From an optimization exercise on the open Yosys and OpenROAD flow, aimed at a short achievable clock period and few clock cycles per item; shortcuts taken in it are not production practice. Function was checked by simulation only, so behaviour that the tests miss may differ from the original. The flow treats the clock pin as an ideal source, which a real chip does not have. Power and IR drop assume default switching activity.

==> flow/design.v <==
`timescale 1ns / 1ps
module processor (
    input clk, reset,
    output [7:0] pc,
    input [31:0] instruction,
    output [31:0] Result,
    output result_valid
    );
    reg         d_v;
    reg  [4:0]  d_rd;
    reg  [31:0] d_rd_oh;
    reg  [31:0] d_rs1_oh, d_rs2_oh;
    reg  [31:0] d_rs1_ohn;     
    reg  [31:0] d_imm;         
    reg         d_isr;         
    reg         d_we;          
    reg         d_ld, d_st;    
    reg         d_sum, d_slt, d_and, d_or, d_nor, d_inv;
    reg         d_m1a, d_m1b;  
    reg         d_m2a, d_m2b;  
    reg         e_v;
    reg  [4:0]  e_rd;
    reg  [31:0] e_rd_oh;
    reg         e_we, e_ld, e_st;
    reg  [31:0] e_a, e_b, e_s;
    reg  [7:0]  e_sello;       
    reg  [31:0] e_selhi;       
    reg  [8:0]  e_off;         
    reg         e_cin;
    reg         e_sum, e_slt, e_and, e_or, e_nor;
    reg         e_sumw;        
    reg         e_sadd, e_ssub, e_saddw, e_ssubw;    
    reg  [31:0] w_val;         
    reg  [31:0] w_valn;        
    reg  [31:0] w_wen;         
    reg  [31:0] res_q;
    wire [7:0]  n_sello;
    wire [31:0] n_selhi;
    wire [31:0] w_next;
    wire [31:0] alu_w;         
    wire [31:0] mdata;         
    reg         res_v;
    reg  [7:0]  pc_q;
    reg         rst_q;         
    wire stall;
    always @(posedge clk) begin
        if (reset) pc_q <= 8'd0;
        else       pc_q <= pc_q + {5'd0, ~stall, 2'd0};
        rst_q <= reset;
    end
    assign pc = pc_q;
    wire [31:0] ins = instruction;
    wire [6:0] f_opc = ins[6:0];
    wire [4:0] f_rd  = ins[11:7];
    wire [2:0] f_f3  = ins[14:12];
    wire [4:0] f_rs1 = ins[19:15];
    wire [4:0] f_rs2 = ins[24:20];
    wire f_isr = (f_opc == 7'b0110011);
    wire f_isi = (f_opc == 7'b0010011);
    wire f_isl = (f_opc == 7'b0000011);
    wire f_iss = (f_opc == 7'b0100011);
    wire f_alu = f_isr | f_isi;
    wire f_wr  = f_isr | f_isi | f_isl;
    wire f_sub = f_isr & (f_f3 == 3'b000) & ins[30];
    wire f_slt = f_alu & (f_f3 == 3'b010);
    wire f_and = f_alu & (f_f3 == 3'b111);
    wire f_or  = f_alu & (f_f3 == 3'b110);
    wire f_nor = f_alu & (f_f3 == 3'b100);
    wire f_inv = f_sub | f_slt;
    wire f_sum = ~(f_slt | f_and | f_or | f_nor);
    wire [31:0] f_immv = f_iss ? {{20{ins[31]}}, ins[31:25], ins[11:7]}
                               : {{20{ins[31]}}, ins[31:20]};
    wire f_m1a = d_we & (d_rd == f_rs1);
    wire f_m1b = d_we & (d_rd == f_rs2);
    wire f_m2a = e_we & (e_rd == f_rs1);
    wire f_m2b = e_we & (e_rd == f_rs2);
    assign stall = f_isl & d_ld & f_m1a;
    integer k;
    reg [31:0] f_rd_oh, f_rs1_oh, f_rs2_oh;
    always @(*) begin
        for (k = 0; k < 32; k = k + 1) begin
            f_rd_oh[k]  = (f_rd  == k[4:0]);
            f_rs1_oh[k] = (f_rs1 == k[4:0]);
            f_rs2_oh[k] = (f_rs2 == k[4:0]);
        end
    end
    always @(posedge clk) begin
        if (reset || stall) begin
            d_v  <= 1'b0;
            d_we <= 1'b0;
            d_ld <= 1'b0;
            d_st <= 1'b0;
        end else begin
            d_v  <= 1'b1;
            d_we <= f_wr;
            d_ld <= f_isl;
            d_st <= f_iss;
        end
        d_rd     <= f_rd;
        d_rd_oh  <= f_rd_oh;
        d_rs1_oh <= f_rs1_oh & {32{~f_m2a}};    
        d_rs1_ohn <= ~(f_rs1_oh & {32{~f_m2a}});
        d_rs2_oh <= f_rs2_oh & {32{~f_m2b}};
        d_imm    <= f_immv;
        d_isr    <= f_isr;
        d_sum    <= f_sum;
        d_slt    <= f_slt;
        d_and    <= f_and;
        d_or     <= f_or;
        d_nor    <= f_nor;
        d_inv    <= f_inv;
        d_m1a    <= f_m1a;
        d_m1b    <= f_m1b;
        d_m2a    <= f_m2a;
        d_m2b    <= f_m2b;
    end
    wire [31:0] rf_a, rf_b;
    RegFile rf (
        .clk (clk),
        .reset (rst_q),
        .wen (w_wen),
        .wdata_n (w_valn),
        .sel1 (d_rs1_oh),
        .sel2 (d_rs2_oh),
        .rd1 (rf_a),
        .rd2 (rf_b));
    wire [31:0] d_a = ({32{d_m2a}} & w_val) | rf_a;
    wire [31:0] d_b = ({32{d_m2b}} & w_val) | rf_b;
    wire [7:0]  d_sello;
    wire [31:0] d_selhi;
    wire [8:0] rfl_an;
    RegFileLow rfl (
        .clk (clk),
        .reset (rst_q),
        .wen (w_wen),
        .wdata_n (w_valn[8:0]),
        .sel_n (d_rs1_ohn),
        .rd_n (rfl_an));
    wire [8:0] d_a_low = ~(({9{d_m2a}} & w_valn[8:0]) | rfl_an);
    WordSelPart dsel (.a (d_a_low), .b (d_imm[8:0]), .lo (d_sello), .hi (d_selhi));
    wire [31:0] e_a_early = d_m1a ? alu_w : d_a;
    wire [31:0] e_b_early = ~d_isr ? d_imm : d_m1b ? alu_w : d_b;
    wire [31:0] e_s_early = d_m1b ? alu_w : d_b;
    wire [31:0] e_a_next, e_b_next, e_s_next;
    LateOr la (.en (d_m1a),         .late (mdata), .early (e_a_early), .nxt (e_a_next));
    LateOr lb (.en (d_isr & d_m1b), .late (mdata), .early (e_b_early), .nxt (e_b_next));
    LateOr ls (.en (d_m1b),         .late (mdata), .early (e_s_early), .nxt (e_s_next));
    always @(posedge clk) begin
        if (reset) begin
            e_v  <= 1'b0;
            e_we <= 1'b0;
            e_ld <= 1'b0;
            e_st <= 1'b0;
        end else begin
            e_v  <= d_v;
            e_we <= d_we;
            e_ld <= d_ld;
            e_st <= d_st;
        end
        e_rd    <= d_rd;
        e_rd_oh <= d_rd_oh;
        e_a     <= e_a_next;
        e_b     <= e_b_next;
        e_s     <= e_s_next;
        e_sello <= {8{d_ld}} & (d_m1a ? n_sello : d_sello);
        e_selhi <= d_m1a ? n_selhi : d_selhi;
        e_off   <= d_imm[8:0];
        e_cin   <= d_inv;
        e_sum   <= d_sum;
        e_sumw  <= d_sum & ~d_ld;
        e_sadd  <= d_sum & ~d_inv;
        e_ssub  <= d_sum & d_inv;
        e_saddw <= d_sum & ~d_ld & ~d_inv;
        e_ssubw <= d_sum & ~d_ld & d_inv;
        e_slt   <= d_slt;
        e_and   <= d_and;
        e_or    <= d_or;
        e_nor   <= d_nor;
    end
    wire [31:0] a = e_a;
    wire [31:0] b = e_b;
    wire [31:0] s = e_s;
    wire [31:0] sum_add = a + b;
    wire [31:0] sum_sub = a - b;
    wire lt = (a[31] != b[31]) ? a[31] : sum_sub[31];
    wire [31:0] alu = ({32{e_sadd}} & sum_add)
                    | ({32{e_ssub}} & sum_sub)
                    | ({32{e_and}} & (a & b))
                    | ({32{e_or}}  & (a | b))
                    | ({32{e_nor}} & ~(a | b))
                    | {31'd0, e_slt & lt};
    wire [8:0] ni = d_imm[8:0];
    wire [8:0] nb = ~b[8:0];
    wire [8:0] ca_s = a[8:0] ^ b[8:0] ^ ni;
    wire [8:0] ca_c = (a[8:0] & b[8:0]) | (a[8:0] & ni) | (b[8:0] & ni);
    wire [8:0] cb_s = a[8:0] ^ nb ^ ni;
    wire [8:0] cb_c = (a[8:0] & nb) | (a[8:0] & ni) | (nb & ni);
    wire [7:0]  add_lo, sub_lo;
    wire [31:0] add_hi, sub_hi;
    WordSelPart nadd (.a (ca_s), .b ({ca_c[7:0], 1'b0}), .lo (add_lo), .hi (add_hi));
    WordSelPart nsub (.a (cb_s), .b ({cb_c[7:0], 1'b1}), .lo (sub_lo), .hi (sub_hi));
    wire [7:0]  sum_lo = e_cin ? sub_lo : add_lo;
    wire [31:0] sum_hi = e_cin ? sub_hi : add_hi;
    wire [8:0] lg = ({9{e_and}} & (a[8:0] & b[8:0]))
                  | ({9{e_or}}  & (a[8:0] | b[8:0]))
                  | ({9{e_nor}} & ~(a[8:0] | b[8:0]));
    wire [7:0]  lg_lo;
    wire [31:0] lg_hi;
    WordSelPart nlg (.a (lg), .b (ni), .lo (lg_lo), .hi (lg_hi));
    wire [7:0]  s0_lo, s1_lo;
    wire [31:0] s0_hi, s1_hi;
    WordSelPart ns0 (.a (9'd0), .b (ni), .lo (s0_lo), .hi (s0_hi));
    WordSelPart ns1 (.a (9'd1), .b (ni), .lo (s1_lo), .hi (s1_hi));
    wire [7:0]  slt_lo = lt ? s1_lo : s0_lo;
    wire [31:0] slt_hi = lt ? s1_hi : s0_hi;
    assign n_sello = e_sum ? sum_lo : e_slt ? slt_lo : lg_lo;
    assign n_selhi = e_sum ? sum_hi : e_slt ? slt_hi : lg_hi;
    wire [127:0] ssel;
    WordSel nst (.a (a[8:0]), .b (e_off), .sel (ssel));
    wire [127:0] wsel = {128{e_st}} & ssel;
    wire [127:0] e_sel;
    WordSelJoin ejoin (.lo (e_sello), .hi (e_selhi), .sel (e_sel));
    DataMem dm (
        .clk (clk),
        .reset (rst_q),
        .wsel (wsel),
        .wdata (s),
        .rsel (e_sel),
        .rdata (mdata));
    assign alu_w = ({32{e_saddw}} & sum_add)
                 | ({32{e_ssubw}} & sum_sub)
                      | ({32{e_and}} & (a & b))
                      | ({32{e_or}}  & (a | b))
                      | ({32{e_nor}} & ~(a | b))
                      | {31'd0, e_slt & lt};
    assign w_next = alu_w | mdata;
    always @(posedge clk) begin
        w_val  <= w_next;
        w_valn <= ~w_next;
        w_wen  <= e_rd_oh & {32{e_we}};
        res_q  <= alu;
        if (reset) res_v <= 1'b0;
        else       res_v <= e_v;
    end
    assign Result = res_q;
    assign result_valid = res_v;
endmodule
`timescale 1ns / 1ps
`timescale 1ns / 1ps
module LateOr(
    input         en,
    input  [31:0] late, early,
    output [31:0] nxt
    );
    assign nxt = ({32{en}} & late) | early;
endmodule
`timescale 1ns / 1ps
module WordSel(
    input  [8:0] a,
    input  [8:0] b,
    output [127:0] sel
    );
    wire [7:0]  lo;
    wire [31:0] hi;
    WordSelPart part (.a (a), .b (b), .lo (lo), .hi (hi));
    WordSelJoin join_ (.lo (lo), .hi (hi), .sel (sel));
endmodule
module WordSelPart(
    input  [8:0] a,
    input  [8:0] b,
    output [7:0]  lo,
    output [31:0] hi
    );
    wire [8:0] p = a ^ b;
    wire [8:0] g = a & b;
    wire [8:0] o = a | b;
    wire c2 = g[1] | (p[1] & g[0]);      
    wire [35:0] hit;
    genvar j, k;
    generate
        for (j = 2; j <= 8; j = j + 1) begin : bits
            if (j == 2) begin : first
                assign hit[4*j+0] = ~(p[j] ^ c2);
                assign hit[4*j+1] = ~(p[j] ^ c2);
                assign hit[4*j+2] =  (p[j] ^ c2);
                assign hit[4*j+3] =  (p[j] ^ c2);
            end else begin : rest
                assign hit[4*j+0] = ~(p[j] ^ o[j-1]);
                assign hit[4*j+1] = ~(p[j] ^ g[j-1]);
                assign hit[4*j+2] =  (p[j] ^ o[j-1]);
                assign hit[4*j+3] =  (p[j] ^ g[j-1]);
            end
        end
        for (k = 0; k < 8; k = k + 1) begin : los
            localparam [3:0] K = {k[2:0], 1'b0};    
            assign lo[k] = hit[4*2 + 2*K[1] + K[0]] & hit[4*3 + 2*K[2] + K[1]]
                         & hit[4*4 + 2*K[3] + K[2]];
        end
        for (k = 0; k < 32; k = k + 1) begin : his
            localparam [4:0] K = k[4:0];              
            assign hi[k] = hit[4*5 + 2*K[1] + K[0]] & hit[4*6 + 2*K[2] + K[1]]
                         & hit[4*7 + 2*K[3] + K[2]] & hit[4*8 + 2*K[4] + K[3]];
        end
    endgenerate
endmodule
module WordSelJoin(
    input  [7:0]  lo,
    input  [31:0] hi,
    output [127:0] sel
    );
    genvar k;
    generate
        for (k = 0; k < 128; k = k + 1) begin : words
            assign sel[k] = lo[k % 8] & hi[k / 4];
        end
    endgenerate
endmodule
`timescale 1ns / 1ps
module RegFile(
    input clk, reset,
    input  [31:0] wen,
    input  [31:0] wdata_n,
    input  [31:0] sel1,
    input  [31:0] sel2,
    output reg [31:0] rd1,
    output reg [31:0] rd2
    );
    reg [1023:0] rg_file;
    integer i;
    always @(*) begin
        rd1 = 32'd0;
        rd2 = 32'd0;
        for (i = 0; i < 32; i = i + 1) begin
            rd1 = rd1 | (rg_file[i*32 +: 32] & {32{sel1[i]}});
            rd2 = rd2 | (rg_file[i*32 +: 32] & {32{sel2[i]}});
        end
    end
    wire [31:0] wd = ~wdata_n & {32{~reset}};
    always @(posedge clk) begin
        for (i = 0; i < 32; i = i + 1) begin
            if (reset || wen[i]) rg_file[i*32 +: 32] <= wd;
        end
    end
endmodule
module RegFileLow(
    input clk, reset,
    input  [31:0] wen,
    input  [8:0]  wdata_n,
    input  [31:0] sel_n,
    output reg [8:0] rd_n
    );
    reg [287:0] rg_low_n;
    integer i;
    always @(*) begin
        rd_n = 9'd0;
        for (i = 0; i < 32; i = i + 1)
            rd_n = rd_n | (rg_low_n[i*9 +: 9] & {9{~sel_n[i]}});
    end
    wire [8:0] wd = wdata_n | {9{reset}};
    always @(posedge clk) begin
        for (i = 0; i < 32; i = i + 1) begin
            if (reset || wen[i]) rg_low_n[i*9 +: 9] <= wd;
        end
    end
endmodule
`timescale 1ns / 1ps
module DataMem(
    input clk, reset,
    input  [127:0] wsel,
    input  [31:0]  wdata,
    input  [127:0] rsel,
    output reg [31:0] rdata
    );
    reg [4095:0] mem;
    integer i;
    always @(*) begin
        rdata = 32'd0;
        for (i = 0; i < 128; i = i + 1)
            rdata = rdata | (mem[i*32 +: 32] & {32{rsel[i]}});
    end
    wire [31:0] wd1 = wdata | {32{reset}};    
    wire [31:0] wd0 = wdata & {32{~reset}};   
    always @(posedge clk) begin
        for (i = 0; i < 128; i = i + 1) begin
            if (reset || wsel[i])
                mem[i*32 +: 32] <= (wd1 & i) | (wd0 & ~i);
        end
    end
endmodule
`timescale 1ns / 1ps
`timescale 1ns / 1ps
`timescale 1ns / 1ps
==> flow/flow/repair.tcl <==
# One more round of design and timing repair on the clock-tree stage's
# layout (orfs/results/.../4_cts.odb), written back in place before
# global routing. Timing uses the design's SDC; repair aims for
# SETUP_MARGIN ns of setup slack at the 10 ns clock.
set plat $::env(FLOW_HOME)/platforms/sky130hd
set res $::env(RESULTS)
read_lef $plat/lef/sky130_fd_sc_hd.tlef
read_lef $plat/lef/sky130_fd_sc_hd_merged.lef
read_liberty $plat/lib/sky130_fd_sc_hd__tt_025C_1v80.lib
read_db $res/4_cts.odb
read_sdc $res/4_cts.sdc
source $plat/setRC.tcl
set_propagated_clock [all_clocks]
set_dont_use [get_lib_cells {sky130_fd_sc_hd__probe_p_8 sky130_fd_sc_hd__probec_p_8 sky130_fd_sc_hd__lpflow_*}]
estimate_parasitics -placement
puts "start: setup ws [sta::worst_slack_cmd max], hold ws [sta::worst_slack_cmd min]"
if {$::env(SLEW_M) > 0} {
  repair_design -slew_margin $::env(SLEW_M) -cap_margin $::env(CAP_M) -match_cell_footprint -verbose
  estimate_parasitics -placement
  puts "after repair_design: setup ws [sta::worst_slack_cmd max]"
}
for {set i 0} {$i < 2} {incr i} {
  repair_timing -setup -setup_margin $::env(SETUP_MARGIN) -repair_tns 100 -match_cell_footprint -verbose
  estimate_parasitics -placement
  puts "after repair_timing $i: setup ws [sta::worst_slack_cmd max]"
}
detailed_placement
estimate_parasitics -placement
repair_timing -hold -hold_margin 0.05 -match_cell_footprint -verbose
detailed_placement
check_placement -verbose
estimate_parasitics -placement
puts "end: setup ws [sta::worst_slack_cmd max], hold ws [sta::worst_slack_cmd min]"
write_db $res/4_cts.odb
==> flow/flow/antenna.tcl <==
# Diodes for antenna rules on the global routes, with a 40% ratio margin, so
# that the detailed routes rarely break the rules and no second detailed
# routing pass is needed. Written back to orfs/results/.../5_1_grt.odb.
set plat $::env(FLOW_HOME)/platforms/sky130hd
set res $::env(RESULTS)
read_lef $plat/lef/sky130_fd_sc_hd.tlef
read_lef $plat/lef/sky130_fd_sc_hd_merged.lef
read_liberty $plat/lib/sky130_fd_sc_hd__tt_025C_1v80.lib
read_db $res/5_1_grt.odb
read_sdc $res/5_1_grt.sdc
source $plat/setRC.tcl
set_global_routing_layer_adjustment met1-met5 0.2
set_routing_layers -clock met3-met5
set_routing_layers -signal met1-met5
puts "global routes: [grt::have_routes]"
repair_antennas -ratio_margin 40 -iterations 5 -allow_congestion
check_antennas
check_placement -verbose
write_db $res/5_1_grt.odb
==> flow/constraint.sdc <==
create_clock -name core_clock -period 10.0 [get_ports {clk}]
set_input_delay 2.0000 -clock core_clock [delete_from_list [all_inputs] [get_ports {clk}]]
set_output_delay 2.0000 -clock core_clock [all_outputs]
set_load 0.01 [all_outputs]
==> flow/standard.sh <==
#!/bin/bash
# synth_recipe.tcl (not shown) runs the flow's synth.tcl, then flattens the netlist and writes it again
# the make line also repeats each setting of config.mk as NAME=value (left out here)
make -C /OpenROAD-flow-scripts/flow DESIGN_CONFIG=/design/flow/config.mk WORK_HOME=/design/flow/orfs CLKGATE_MAP_FILE= SYNTH_SCRIPT=/design/flow/synth_recipe.tcl "${@:-finish}"
==> flow/config.mk <==
export PLATFORM = sky130hd
export DESIGN_NAME = processor
export DESIGN_NICKNAME = processor
export VERILOG_FILES = /design/flow/design.v
export SDC_FILE = /design/flow/constraint.sdc
export NUM_CORES = 8
export LEC_CHECK = 0
export CAP_MARGIN = 40
export CORE_MARGIN = 2
export CORE_UTILIZATION = 45
export GPL_ROUTABILITY_DRIVEN = 1
export GPL_TIMING_DRIVEN = 1
export SETUP_SLACK_MARGIN = 5
export SLEW_MARGIN = 60
export SYNTH_HIERARCHICAL = 1
export TNS_END_PERCENT = 100
==> flow/flow/run.sh <==
#!/bin/bash
# Layout: the standard flow (standard.sh) run in steps, with
#  - timing repair aimed well below the 10 ns clock (repair_timing's setup
#    margin on make's command line),
#  - one more round of timing repair after clock tree synthesis
#    (flow/repair.tcl),
#  - antenna diodes with a ratio margin after global routing
#    (flow/antenna.tcl), so detailed routing normally runs once,
#  - after placement, each flip-flop that drives an output port's buffer
#    moved next to that buffer (flow/outflops.tcl). The clock tree is built
#    afterwards as usual and reaches these flip-flops like all others.
#  - synthesis without the platform's adder mapping (ADDER_MAP_FILE empty:
#    adders are left to abc as plain gates instead of full/half adder
#    cells). Otherwise it is standard.sh's synthesis: the same registers.
# The SDC is the design's, unchanged. Each step logs to its own file here.
set -euo pipefail
M=6.7
R=orfs/results/sky130hd/processor/base
bash standard.sh SETUP_SLACK_MARGIN=$M ADDER_MAP_FILE= synth > make_synth.log 2>&1
bash standard.sh SETUP_SLACK_MARGIN=$M place > make_place.log 2>&1
RESULTS=$R openroad -exit flow/outflops.tcl > outflops.log 2>&1
bash standard.sh SETUP_SLACK_MARGIN=$M cts > make_cts.log 2>&1
RESULTS=$R SETUP_MARGIN=$M SLEW_M=0 CAP_M=0 openroad -exit flow/repair.tcl > repair.log 2>&1
bash standard.sh SETUP_SLACK_MARGIN=$M grt > make_grt.log 2>&1
RESULTS=$R openroad -exit flow/antenna.tcl > antenna.log 2>&1
bash standard.sh SETUP_SLACK_MARGIN=$M finish > make_finish.log 2>&1
==> flow/flow/outflops.tcl <==
# Move each flip-flop that drives an output port (through the port's buffer)
# next to that buffer, then legalize. Reads and writes RESULTS/3_place.odb.
set plat $::env(FLOW_HOME)/platforms/sky130hd
set res $::env(RESULTS)
read_lef $plat/lef/sky130_fd_sc_hd.tlef
read_lef $plat/lef/sky130_fd_sc_hd_merged.lef
read_liberty $plat/lib/sky130_fd_sc_hd__tt_025C_1v80.lib
read_db $res/3_place.odb
read_sdc $res/3_place.sdc
source $plat/setRC.tcl
set block [ord::get_db_block]
set moved 0
foreach bt [$block getBTerms] {
  if {[$bt getIoType] ne "OUTPUT"} { continue }
  set net [$bt getNet]
  set drv ""
  foreach it [$net getITerms] { if {[$it isOutputSignal]} { set drv [$it getInst] } }
  if {$drv eq ""} { continue }
  # the port buffer's input net and the cell driving it
  set inet ""
  foreach it [$drv getITerms] { if {[$it isInputSignal] && [$it getNet] ne "NULL"} { set inet [$it getNet] } }
  if {$inet eq ""} { continue }
  set src ""
  foreach it [$inet getITerms] { if {[$it isOutputSignal]} { set src [$it getInst] } }
  if {$src eq ""} { continue }
  if {![string match "*dfxtp*" [[$src getMaster] getName]]} { continue }
  # a flip-flop driving few other cells (the pc register also feeds its
  # incrementer)
  if {[llength [$inet getITerms]] > 6} { continue }
  set loc [$drv getLocation]
  $src setLocation [lindex $loc 0] [lindex $loc 1]
  $src setPlacementStatus PLACED
  incr moved
}
puts "moved $moved output flip-flops"
detailed_placement
check_placement -verbose
estimate_parasitics -placement
write_db $res/3_place.odb
==> impl_metrics.tcl, run 1 <==
set metrics [dict create \
    outcome "timing/DRC/antenna clean" \
    final_max_slew_viol_count 0 \
    worstPathMaxFanout 1 \
    drt_iter0_drc 21290 \
    grt_pass1_wl_um 1010000 \
    cts_tree "yes" \
    rsz0062_at_grt "yes" \
    cp_num_buf_inv 1 \
    dieWidth_um 716 \
    cts-htree-levels 6 \
    clockBufferDepth 4 \
    grt_pass1_vias 133922 \
    final_nets 15121 \
    criticalPathCategory "reg2out" \
    holdWs_ns 0.321 \
    syn_area_per_cell_um2 15.9 \
    core_area_um2 505000 \
    clock_skew_ns 0.0784 \
    yosysTopAreaCell "edfxtp_1" \
    path_cells "buf_6" \
    timing.final.crit_share 0.356 \
    hpwl_um 454000 \
    slew_headroom 0.512 \
    cts_sinks 5899 \
    drv_cap 0 \
    clock_latency_ns 1.11 \
    io-pin-count 75 \
    place_congestion 0.917 \
    max_stage_delay_ns 0.32 \
    via_per_inst 6.38 \
    powerDensity_nw_per_um2 230 \
    portBuffers 72 \
    vias 142540 \
    initial_utilization 0.452 \
    yosys-top-cells-area "edfxtp_1, a22oi_1, dfxtp_1" \
    cp.arrival_ns 1.56 \
    synth_top_area_frac 0.711 \
    hp-class "reg2reg" \
    drc 0 \
    endpoint_kind "primary output" \
    async_flop_share 0 \
    die_h_um 716 \
    ys_types 80 \
    fmax_mhz 281 \
    synth_common_cells "edfxtp_1, a22oi_1, a22o_1" \
    hold_buffers 0 \
    ys.warnings.count 10 \
    crit_path_start_kind "flip-flop" \
    hold_violations 0 \
    yosysSeqAreaShare 0.754 \
    netlist_instances 14334 \
    nFillCells 40069 \
    finalSetupTns_ns 0 \
    routedWlPerCell_um 32.7 \
    core.rowCount 261 \
    synth-seq-cells 5899 \
    cpLargestDelayFamily "flip-flops" \
    firstDrtPassIters 6 \
    ir_worst_vdd_uv 186 \
    cp.required_ns 8.00 \
    final_core_util 0.532 \
    antenna_left 0 \
    leakagePower_uw 0.0942 \
    dieArea_um2 513000 \
    antenna_found_initial 70 \
    worst_path_max_delay_cell "dfxtp_2" \
    cts_made_buffers 603 \
    drive_above_1_share 0.181 \
    clk_pin_slew_ns 0.06 \
    wirelength_um 731000 \
    syn2layout_area_growth_pct 17.7 \
    period_needed_ns 3.56 \
    grt_use_total 0.275 \
    grt_max_degree 87 \
    netlist_area_um2 228000 \
    root_buffer "clkbuf_16" \
    grt_overflow 0 \
    setup_viol 0 \
    worst_pin_slew_ns 0.729 \
    ys.flop_type "edfxtp_1" \
    synth-edff-count 5408 \
    yosysMostFrequentCell "edfxtp_1" \
]
-- stage by stage --
stage	area (µm²)	setup WS [ns]	total power, µW	instances
after global placement	237000	5.12	38800	20737
after CTS	265000	6.37	61200	22127
after detailed placement	243000	5.44	39500	20974
final	269000	6.44	61800	22350
after global routing	268000	6.38	63600	22284
after floorplan	229000	5.44	35900	14396
-- flip-flops by register name (all words and copies together) (netlist names), 8 cells and up --
register and flops:
dm.mem 4096, rf.rg_file 1024, rfl.rg_low_n 288, d_rd_oh 32, d_rs1_oh 32, d_rs1_ohn 32
d_rs2_oh 32, e_a 32, e_b 32, e_rd_oh 32, e_s 32, e_selhi 32
res_q 32, w_val 32, w_valn 32, w_wen 32, d_imm 12, e_off 9
e_sello 8
-- final timing paths --
kind | startpoint | endpoint | slack, ns | cells after the start
min | d_rd_oh[14] | e_rd_oh[14] | 0.32 | 0
min reg2reg | d_rd_oh[14] | e_rd_oh[14] | 0.32 | 0
max reg2reg | e_b[9] | e_b[0] | 6.49 | 13
max | res_q[9] | Result[9] | 6.44 | 1
-- final cells by class --
type / instances / area (µm²) / area share
sequential: 5899 / 173000 / 0.642
clock buffer: 829 / 16400 / 0.0611
antenna: 70 / 175 / 0.000652
tap: 6706 / 8390 / 0.0312
timing repair buffer: 923 / 11300 / 0.0419
multi-input combinational: 7248 / 55800 / 0.208
clock inverter: 263 / 2500 / 0.00930
inverter: 412 / 1550 / 0.00578
-- per-layer routing --
| metal | GRT usage | routed length [µm] |
|---|---|---|
| met3 | 0.0540 | 74400 |
| met4 | 0.103 | 31200 |
| met1 | 0.378 | 285000 |
| met5 | 0 | 178 |
| met2 | 0.435 | 340000 |
-- cell usage in the layout (no fill, tap or decap), drive strengths merged, types with 237 or more instances in the layout --
cell       n
a22o     705
inv      436
clkbuf   848
dfxtp    491
or2      245
nand4    564
nor2     494
o21ai    237
a221oi   722
and2     435
buf      874
edfxtp  5408
nand2    277
a22oi   1738
-- per-module statistics from Yosys, one instance, submodules excluded, a selection --
module	copies in the design	cells inside
DataMem	1	7193
LateOr	3	35
RegFile	1	2631
RegFileLow	1	842
WordSelJoin	2	136
WordSelPart	7	120
processor	1	2451
-- repair_timing --
action                     in CTS  in global routing
setup endpoints to repair    1818               1329
gates resized for setup       609                289
setup buffers                  59                 68
gates cloned                    2                  7
pin swaps                     122                124
-- power breakdown --
group / total [µW] / internal [µW] / switching (µW)
sequential: 32500 / 31100 / 1330
combinational: 7600 / 2410 / 5190
clock: 21700 / 12100 / 9560
total: 61800 / 45700 / 16100
-- kinds of logic after synthesis --
logic type	share of synthesized area
flops	0.754
compound gates	0.137
simple gates	0.0633
buf+inv	0.0245
xor+xnor	0.0115
mux	0.00679
fa+ha+maj	0.00195
other cells	0.0000329
Testbench counts, summed over its fixed seeds: cycles 130,094, instrs 128,000.
==> inputs of run 2 (changes only) <==
--- a/flow/config.mk
+++ b/flow/config.mk
@@ -9,4 +9,6 @@
 export CORE_MARGIN = 2
 export CORE_UTILIZATION = 45
+export CTS_CLUSTER_DIAMETER = 150
+export CTS_CLUSTER_SIZE = 20
 export GPL_ROUTABILITY_DRIVEN = 1
 export GPL_TIMING_DRIVEN = 1
==> run 2 against run 1 <==
  * Sequential share of layout area rose by 2.4 points
  * Clock-buffer cell count fell by 346
  * Routed wire length fell by 1.0%
  * Critical path type unchanged
  * Largest power group unchanged
==> impl_metrics.tcl, run 2 <==
set metrics [dict create \
    outcome "timing/DRC/antenna clean" \
    max_stage_delay_ns 0.33 \
    worst_path_max_delay_cell "dfxtp_2" \
    hold_violations 0 \
    rrSetupSlack_ns 6.57 \
    portBuffers 72 \
    r2r-end "e_s[29]" \
    top_regs "dm.mem: 4096 flops, rf.rg_file: 1024 flops, rfl.rg_low_n: 288 flops" \
    cp.depth 1 \
    netlist_instances 14334 \
    regMostFlops "dm.mem" \
    grt_pass1_vias 130491 \
    initial_utilization 0.452 \
    cts_tree "yes" \
    core_area_um2 505000 \
    worst_pin_slew_ns 0.716 \
    hold_path_startpoint "d_nor" \
    grt_overflow 0 \
    leakagePower_uw 0.0896 \
    endpoint_kind "primary output" \
    grt_pass1_wl_um 999000 \
    antenna_found_initial 67 \
    placed_cells 20974 \
    cp_num_buf_inv 1 \
    hold_buffers 0 \
    antenna_left 0 \
    grt_max_degree 87 \
    drv_cap 0 \
    routedWlPerCell_um 33.2 \
    layout_common_cells "edfxtp_1, a22oi_1, a22o_1, a221oi_1, nand4_1" \
    syn2layout_area_growth_pct 13.5 \
    yosysMostFrequentCell "edfxtp_1" \
    holdWs_ns 0.305 \
    cp.required_ns 8.00 \
    criticalPathCategory "reg2out" \
    timing.final.crit_share 0.352 \
    path_cells "buf_6" \
    yosys-top-cells-area "edfxtp_1, a22oi_1, dfxtp_1" \
    clock_skew_ns 0.111 \
    dieArea_um2 513000 \
    wirelength_um 723000 \
    startpoint "res_q[29]" \
    yosysSeqAreaShare 0.754 \
    power.total_uw 54300 \
    worstPathMaxFanout 1 \
    r2r-start "e_b[9]" \
    cts_sinks 5899 \
    synth-seq-cells 5899 \
    synth_common_cells "edfxtp_1, a22oi_1, a22o_1" \
    ys_types 80 \
    crit_path_start_kind "flip-flop" \
    synth-edff-count 5408 \
    ys.flop_type "edfxtp_1" \
    clk_pin_slew_ns 0.09 \
    ir_worst_vdd_uv 162 \
    dieWidth_um 716 \
    core.rowCount 261 \
    root_buffer "clkbuf_16" \
    hpwl_um 454000 \
    slew_headroom 0.521 \
    die_h_um 716 \
    final_nets 14859 \
    yosysTopAreaCell "edfxtp_1" \
    io-pin-count 75 \
    worst_slack_ns 6.48 \
    place_congestion 0.917 \
    final_common_cell "edfxtp_1" \
    clock_latency_ns 1.08 \
    async_flop_share 0 \
    grt_use_total 0.272 \
    setup_viol 0 \
    clockBufferDepth 4 \
    worstRegToRegCells 14 \
    drt_iter0_drc 21246 \
    powerDensity_nw_per_um2 210 \
    netlist_area_um2 228000 \
    post_layout_nonfiller_instances 21758 \
    hp-class "reg2reg" \
    vias 140263 \
    syn_area_per_cell_um2 15.9 \
    cts_made_buffers 333 \
    synth_top_area_frac 0.711 \
    finalSetupTns_ns 0 \
    min_delay_worst_endpoint "e_nor" \
    nFillCells 41021 \
    hold_path_depth 0 \
    cts-htree-levels 5 \
    largest_reg_flops 4096 \
    cp.arrival_ns 1.52 \
    drive_above_1_share 0.161 \
    fmax_mhz 284 \
    period_needed_ns 3.52 \
    rsz0062_at_grt "yes" \
    drc 0 \
    via_per_inst 6.45 \
    ys.warnings.count 10 \
    pre_cts_ws_ns 5.44 \
    firstDrtPassIters 9 \
    cpLargestDelayFamily "flip-flops" \
    final_max_slew_viol_count 0 \
]
[run 2: cell count changes in the layout (fill, tap and decap cells not counted), moves of 10 or more]
cell | previous run | this run
clkbuf_16 | 622 | 340
diode_2 | 70 | 53
bufinv_16 | 21 | 0
clkinv_2 | 67 | 1
clkinv_1 | 109 | 0
dfxtp_4 | 51 | 61
clkbuf_1 | 188 | 147
clkbuf_8 | 28 | 6
buf_12 | 96 | 86
buf_4 | 376 | 400
[run 2: worst max-delay path by stage]
stage	slack [ns]	endpoint
floorplan	5.44	dm.mem[1000]
global placement	5.12	pc_q[7]
detailed placement	5.44	pc_q[7]
CTS	6.44	Result[29]
global route	6.45	Result[29]
finish	6.48	Result[29]
[run 2: per-layer routing]
metal  GRT usage  routed length, µm  up-vias  part of all wire
li1            -                  -    59072                 -
met1       0.378             286000    72342              0.39
met2       0.431             336000     7734              0.46
met3      0.0477              70900     1095             0.098
met4      0.0986              30900       20             0.043
met5           0                145        -           0.00020
[run 2: timing repair]
action                     in CTS  in global routing
pin swaps                     135                133
setup buffers                  71                 71
gates cloned                    2                  5
setup endpoints to repair    1886               1522
gates resized for setup       663                309
[run 2: kinds of logic (layout without fill, tap and decap cells)]
logic type      count (synthesis)  count (layout)  synth area share
flops                        5899            5899             0.754
compound gates               4055            4055             0.137
simple gates                 2657            2657            0.0633
buf+inv                      1249            1852            0.0245
xor+xnor                      283             283            0.0115
mux                           145             145           0.00679
fa+ha+maj                      44              44           0.00195
other cells                     2             117         0.0000329
[run 2: layout make-up]
type / instances / area [µm²] / area share
timing repair buffer: 931 / 11100 / 0.0427
sequential: 5899 / 173000 / 0.666
antenna: 53 / 133 / 0.000512
clock inverter: 26 / 504 / 0.00195
clock buffer: 483 / 8960 / 0.0346
tap: 6706 / 8390 / 0.0324
inverter: 412 / 1550 / 0.00599
multi-input combinational: 7248 / 55900 / 0.216
[run 2: stage by stage]
step                      instance area, µm²   util
after floorplan                       229000      -
after global placement                237000  0.470
after detailed placement              243000  0.482
after CTS                             256000  0.506
after global routing                  259000  0.513
final                                 259000  0.513
[run 2: power breakdown]
part           switching (µW)  internal [µW]
clock network            7970           6300
registers                1340          31100
logic                    5210           2420
[run 2: Yosys stat by module (local to each module, per instance), excerpt]
module / area (µm²) / cells
DataMem: 146000 / 7193
RegFile: 41800 / 2631
processor: 21500 / 2451
RegFileLow: 11400 / 842
WordSelJoin: 891 / 136
WordSelPart: 694 / 120
LateOr: 277 / 35
==> inputs of run 3 (changes only) <==
--- a/flow/config.mk
+++ b/flow/config.mk
@@ -8,5 +8,5 @@
 export CAP_MARGIN = 40
 export CORE_MARGIN = 2
-export CORE_UTILIZATION = 45
+export CORE_UTILIZATION = 50
 export CTS_CLUSTER_DIAMETER = 150
 export CTS_CLUSTER_SIZE = 20
==> run 3 against run 2 <==
  * Still clean
  * Clock power about the same
  * Maximum frequency is 1.1% lower
  * Via count rose by 2.3%
  * Cell count down 2.3%
  * Sequential power hardly changed
  * First-iteration DRC count is 3.0% higher
  * Register-to-register slack got worse by 0.12 ns
  * Final area is 0.53% higher
  * Die area shrank 9.9%
  * Non-clock buffer count up 98
  * Critical path type is now reg2reg
  * Largest power group unchanged
==> impl_metrics.tcl, run 3 <==
set metrics [dict create \
    synth_top_area_frac 0.711 \
    hold_violations 0 \
    yosysMostFrequentCell "edfxtp_1" \
    regMostFlops "dm.mem" \
    clock_skew_ns 0.0853 \
    core.rowCount 248 \
    power.total_uw 54700 \
    yosysSeqAreaShare 0.754 \
    core_area_um2 456000 \
    clockBufferDepth 4 \
    hpwl_um 484000 \
    yosys-top-cells-area "edfxtp_1, a22oi_1, dfxtp_1" \
    fmax_mhz 281 \
    cts_sinks 5899 \
    syn_area_per_cell_um2 15.9 \
    grt_pass1_wl_um 1050000 \
    largest_reg_flops 4096 \
    final_nets 14958 \
    rsz0062_at_grt "yes" \
    yosysTopAreaCell "edfxtp_1" \
    drive_above_1_share 0.170 \
    grt_max_degree 97 \
    root_buffer "clkbuf_16" \
    crit_path_start_kind "flip-flop" \
    nFillCells 34480 \
    multi_input_area_um2 56300 \
    netlist_area_um2 228000 \
    synth-xor-area-share 0.0115 \
    hp-class "reg2reg" \
    outcome "timing/DRC/antenna clean" \
    cts-htree-levels 5 \
    drc 0 \
    synth-seq-cells 5899 \
    clock_latency_ns 1.05 \
    yosys.area_share.simple 0.0633 \
    cts_tree "yes" \
    layout_common_cells "edfxtp_1, a22oi_1, a22o_1, a221oi_1, nand4_1" \
    criticalPathCategory "reg2reg" \
    grt_use_total 0.318 \
    period_needed_ns 3.55 \
    ys.flop_type "edfxtp_1" \
    setup_viol 0 \
    ys.warnings.count 10 \
    slew_headroom 0.538 \
    dieWidth_um 680 \
    synth-adder-area-share 0.00195 \
    powerDensity_nw_per_um2 210 \
    routedWlPerCell_um 35.8 \
    firstDrtPassIters 9 \
    leakagePower_uw 0.0905 \
    synth_top_family_by_area "compound AO/OA/AOI/OAI gates" \
    hold_buffers 0 \
    p_sw_uw 14600 \
    ys_types 80 \
    finalSetupTns_ns 0 \
    die_h_um 680 \
    antenna_left 0 \
    intPower_uw 40000 \
    io-pin-count 75 \
    dieArea_um2 462000 \
    synth_common_cells "edfxtp_1, a22oi_1, a22o_1" \
    final_max_slew_viol_count 0 \
    final_common_cell "edfxtp_1" \
    worstPathMaxFanout 3 \
    worst_pin_slew_ns 0.692 \
    synthMuxAreaShare 0.00679 \
    antenna_found_initial 53 \
    top_regs "dm.mem: 4096 flops, rf.rg_file: 1024 flops, rfl.rg_low_n: 288 flops" \
    timing.final.crit_share 0.355 \
    synth-edff-count 5408 \
    grt_pass1_vias 135689 \
    combPwrFrac 0.144 \
    async_flop_share 0 \
    initial_utilization 0.501 \
    holdWs_ns 0.307 \
    drt_iter0_drc 21879 \
    swShare 0.268 \
    via_per_inst 6.75 \
    place_congestion 0.946 \
    wirelength_um 760000 \
    portBuffers 72 \
    synth_compound_area_frac 0.137 \
    power_frac_seq 0.594 \
    endpoint_kind "flip-flop" \
    clk_pin_slew_ns 0.10 \
    cts_made_buffers 334 \
    cp.arrival_ns 4.47 \
    grt_overflow 0 \
    syn2layout_area_growth_pct 14.1 \
    vias 143441 \
    cp.required_ns 10.92 \
    drv_cap 0 \
    ir_worst_vdd_uv 169 \
    p_clk_frac 0.262 \
    ff_latch_area_um2 173000 \
    netlist_instances 14334 \
]
==> run 3: cell counts after synthesis <==
No cell type changed its count.
==> run 3: what timing repair did <==
item / in CTS / in global routing
buffers inserted: 74 / 82
pin swaps: 138 / 128
setup endpoints to repair: 2002 / 1092
gates resized for setup: 720 / 343
gates cloned: 6 / 9
==> run 3: cells by family (layout without fill, tap and decap cells) <==
group,count (synthesis),in the layout
flip-flops,5899,5899
AO/OA/AOI/OAI,4055,4055
AND/OR/NAND/NOR,2657,2657
buffers and inverters,1249,1961
XOR/XNOR,283,283
multiplexers,145,145
adder cells (fa/ha/maj),44,44
other,2,210
==> run 3: path summary, 6_finish.rpt <==
check	depth (start not counted)	start	slack, ns	end
setup / recovery	16	e_b[0]	6.45	e_b[27]
hold / removal	0	d_or	0.31	e_or
hold reg to reg	0	d_or	0.31	e_or
setup reg to reg	16	e_b[0]	6.45	e_b[27]
==> run 3: per-stage QoR <==
| step | cell area, µm² | utilization | instances | setup WS (ns) |
|---|---|---|---|---|
| detailed placement | 243000 | 0.534 | 20323 | 5.49 |
| finish | 260000 | 0.572 | 21254 | 6.45 |
| global route | 260000 | 0.571 | 21135 | 6.36 |
| global placement | 237000 | 0.520 | 20063 | 5.02 |
| floorplan | 229000 | - | 14396 | 5.44 |
| CTS | 256000 | 0.561 | 20923 | 6.43 |
==> run 3: Yosys stat by module, one instance, submodules excluded, excerpt <==
| module | cells | times used | flops+latches |
|---|---|---|---|
| LateOr | 35 | 3 | 0 |
| DataMem | 7193 | 1 | 4096 |
| processor | 2451 | 1 | 491 |
| WordSelPart | 120 | 7 | 0 |
| RegFile | 2631 | 1 | 1024 |
| RegFileLow | 842 | 1 | 288 |
| WordSelJoin | 136 | 2 | 0 |
==> run 3: critical path: stages, from the launching register on <==
cell and delay, ns:
dfxtp_4 0.36, nor2b_4 0.12, maj3_2 0.33, a21oi_4 0.20, o211ai_1 0.11, buf_4 0.18, a311oi_4 0.38, a211oi_4 0.13
buf_4 0.16, buf_6 0.10, buf_6 0.11, o211ai_1 0.18, o311ai_2 0.15, a221o_1 0.42, a21o_1 0.20, a21o_1 0.17
a21o_1 0.15
==> run 3: area by class of cell <==
cell class                      count  area share
Clock buffer                      494      0.0349
Timing Repair Buffer             1029      0.0484
Multi-Input combinational cell   7248       0.216
Inverter                          412     0.00596
Clock inverter                     26     0.00194
Sequential cell                  5899       0.662
Antenna cell                      146     0.00140
Tap cell                         6000      0.0288
==> run 3: per-layer routing <==
layer / vias up / global-route usage / share of wire
li1: 59399 / - / -
met1: 73658 / 0.435 / 0.38
met2: 9031 / 0.499 / 0.46
met3: 1337 / 0.0568 / 0.11
met4: 16 / 0.143 / 0.051
met5: - / 0 / 0.00012
==> run 3: power by group through the flow <==
stage / Clock [µW] / Combinational, µW / Sequential (µW)
CTS: 14500 / 7090 / 32400
floorplan: 0 / 3360 / 32500
detailed placement: 0 / 6630 / 33000
global placement: 0 / 6050 / 32800
finish: 14300 / 7850 / 32500
global route: 15300 / 8130 / 32700

## port drivers added, routing unchanged
Ports are ideal in the flow. The routed layouts listed here were re-timed in OpenROAD. Step 1 sets driving cells, clkbuf_16 on the clock port and buf_2 on the other inputs (assumed; they add their load-dependent delay and slew). Step 2, shift: input delay + t, output delay - t, t = (earliest + latest rising clock arrival at the registers) / 2. This alone moves slack from input paths to output paths. Slacks: ideal ports / drivers / drivers and shift; pairs: ideal ports / drivers.
run | t (ns) | setup slack, ns | worst hold slack (ns) | worst setup path after step 2 | worst register clock-pin slew, ns
run 1 | 1.205 | 6.441 / 6.313 / 5.555 | 0.321 / 0.321 / 0.321 | input to register | 0.07 / 0.07
run 2 | 1.141 | 6.485 / 6.365 / 5.604 | 0.305 / 0.305 / 0.305 | input to register | 0.10 / 0.10
run 3 | 1.102 | 6.446 / 6.365 / 5.706 | 0.307 / 0.307 / 0.307 | input to register | 0.10 / 0.10
After both steps setup and hold are still met in every run listed. The setup slack of run 1, which loses most, moves by -0.128 ns with the drivers and by -0.886 ns with both steps.
